From an optimization exercise on the open Yosys and OpenROAD flow, aimed at small area and a short achievable clock period; shortcuts taken in it are not production practice. The RTL was checked by simulation tests, not by an equivalence proof against the original design.

## oak
==> flow/design.v (excerpt) <==
module RISC_V #(parameter LENGTH = 32)(
    input clock,reset,
    input [LENGTH-1:0] HRDATA_Instr, HRDATA_Data,
    output MemWrite,
    output [LENGTH-1:0] RegisterFile_RD2_w, HADDR,
    output [LENGTH-1:0] programCounter_Output
    );
==> flow/config.mk <==
export PLATFORM = sky130hd
export DESIGN_NAME = RISC_V
export DESIGN_NICKNAME = RISC_V
export VERILOG_FILES = /design/flow/design.v
export SDC_FILE = /design/flow/constraint.sdc
export NUM_CORES = 4
export LEC_CHECK = 0
export CAP_MARGIN = 20
export CORE_MARGIN = 2
export CORE_UTILIZATION = 40
export CTS_BUF_LIST = sky130_fd_sc_hd__clkbuf_8
export SETUP_SLACK_MARGIN = 5
export SLEW_MARGIN = 20
export SYNTH_HIERARCHICAL = 1
==> flow/constraint.sdc <==
create_clock -name core_clock -period 18.0 [get_ports {clock}]
set_input_delay 3.6000 -clock core_clock [delete_from_list [all_inputs] [get_ports {clock}]]
set_output_delay 3.6000 -clock core_clock [all_outputs]
set_load 0.01 [all_outputs]
standard.sh (not shown) runs the stock make flow with config.mk's settings and CLKGATE_MAP_FILE= SYNTH_SCRIPT=/design/flow/synth_recipe.tcl, a recipe that flattens the netlist after the stock synthesis.
==> flow/flow/run.sh <==
#!/bin/bash
# Own layout flow: the standard synthesis and layout steps, with the port
# buffers that placement inserts made plain buffers (buf_2) instead of the
# delay cells buffer_ports picks by default. Each step's log is under
# orfs/logs; the two make runs log to synth.log and layout.log here.
set -euo pipefail
bash standard.sh synth > synth.log 2>&1
bash standard.sh "BUFFER_PORTS_ARGS=-buffer_cell sky130_fd_sc_hd__buf_2" finish > layout.log 2>&1
[inputs] pine vs oak
==> flow/flow/run.sh <==
#!/bin/bash
# Own layout flow: the standard synthesis and layout steps, with the port
# buffers that placement inserts made plain buffers (buf_2) instead of the
# delay cells buffer_ports picks by default, and timing repair aimed at the
# setup margin in flow/margin.txt (the SDC and clock period are unchanged).
# Each step's log is under orfs/logs; the two make runs log to synth.log and
# layout.log here.
set -euo pipefail
MARGIN=$(cat flow/margin.txt)
bash standard.sh synth > synth.log 2>&1
bash standard.sh "BUFFER_PORTS_ARGS=-buffer_cell sky130_fd_sc_hd__buf_2" SETUP_SLACK_MARGIN="$MARGIN" finish > layout.log 2>&1
==> flow/flow/margin.txt (new file) <==
6
==> notes.md <==
Taking oak as the reference, in pine number of clock buffer instances in the layout ~0 delta, maximum frequency +6.6%. A capturing element of the worst setup path of HADDR[19] is what oak shows, while HADDR[31] belongs to pine. Standard cell with the maximum stage delay on the critical path: sky130_fd_sc_hd__or3_1 -> oak, sky130_fd_sc_hd__or3_2 -> pine.

* * *

Setup of v6:
Another version of the RTL of RISC_V (not shown whole).
Size: roughly 5400 cells after synthesis, about 160 I/O pins, roughly 68000 sq um of cells after synthesis.
make LEC_CHECK=0 CAP_MARGIN=20 CORE_MARGIN=2 CORE_UTILIZATION=40 CTS_BUF_LIST=sky130_fd_sc_hd__clkbuf_8 SETUP_SLACK_MARGIN=5 SLEW_MARGIN=20 SYNTH_HIERARCHICAL=1 finish   # period 18.0 ns
run.sh (not shown) runs the stock make flow with config.mk's settings and CLKGATE_MAP_FILE= SYNTH_SCRIPT=/design/flow/synth_recipe.tcl, a recipe that flattens the netlist after the stock synthesis.
Stock flow here: none of the scripts above is used.
Changes in v7 relative to v6:
Settings: SETUP_SLACK_MARGIN changed from 5 to 0.6.
Notes after the runs:
- The area added between synthesis and finish reported for v7 is smaller than that of v6 by 3.1 points.
- v6 → v7: buffering overhead has decreased; sum of met3 wire segment lengths after detailed routing has decreased; highest attainable clock frequency lower.
- Comparing v6 and v7, the lower relative max-transition margin is on v7.
- Final cell utilization of the core: v6 and v7 compared, lower one is v7
- [v7] sequential cell area share rose 1.2 points relative to v6
- Cmp v7 vs v6: count of nets after finishing lower in v7
- Against v6, first-pass GRT wire length in v7 came out better.
- Relative to v6, the global-route total usage across every layer of v7 is lower by 0.66 points.

separate check: timing with driven ports:
Ports are ideal in the flow. The routed layouts listed here were re-timed in OpenROAD.
Step 1, drivers: a clkbuf_16 drives clock and a buf_2 each remaining input, both assumed.
Step 2 moves the port delays by t, midway between the first and last clock arrival at a register: inputs arrive t later, outputs are due t later. That takes back most of the time a late clock gives input paths.
Three values: no drivers, after step 1, after step 2; two values: the first two.
| run | t, ns | slack for setup (ns) | hold slack, ns | worst setup path after step 2 |
|---|---|---|---|---|
| oak | 0.968 | 5.158 / 5.080 / 5.206 | 0.659 / 0.659 / 0.659 | input to output |
| pine | 0.984 | 5.952 / 5.894 / 5.194 | 0.660 / 0.660 / 0.660 | input to register |
| v6 | 1.018 | 4.917 / 4.880 / 4.039 | 0.687 / 0.687 / 0.687 | input to register |
| v7 | 1.045 | 3.095 / 3.071 / 2.838 | 0.697 / 0.697 / 0.697 | input to register |
After both steps every run listed still meets setup and hold. The setup slack of v6, which loses most, moves by -0.037 ns with the drivers and by -0.878 ns with both steps.
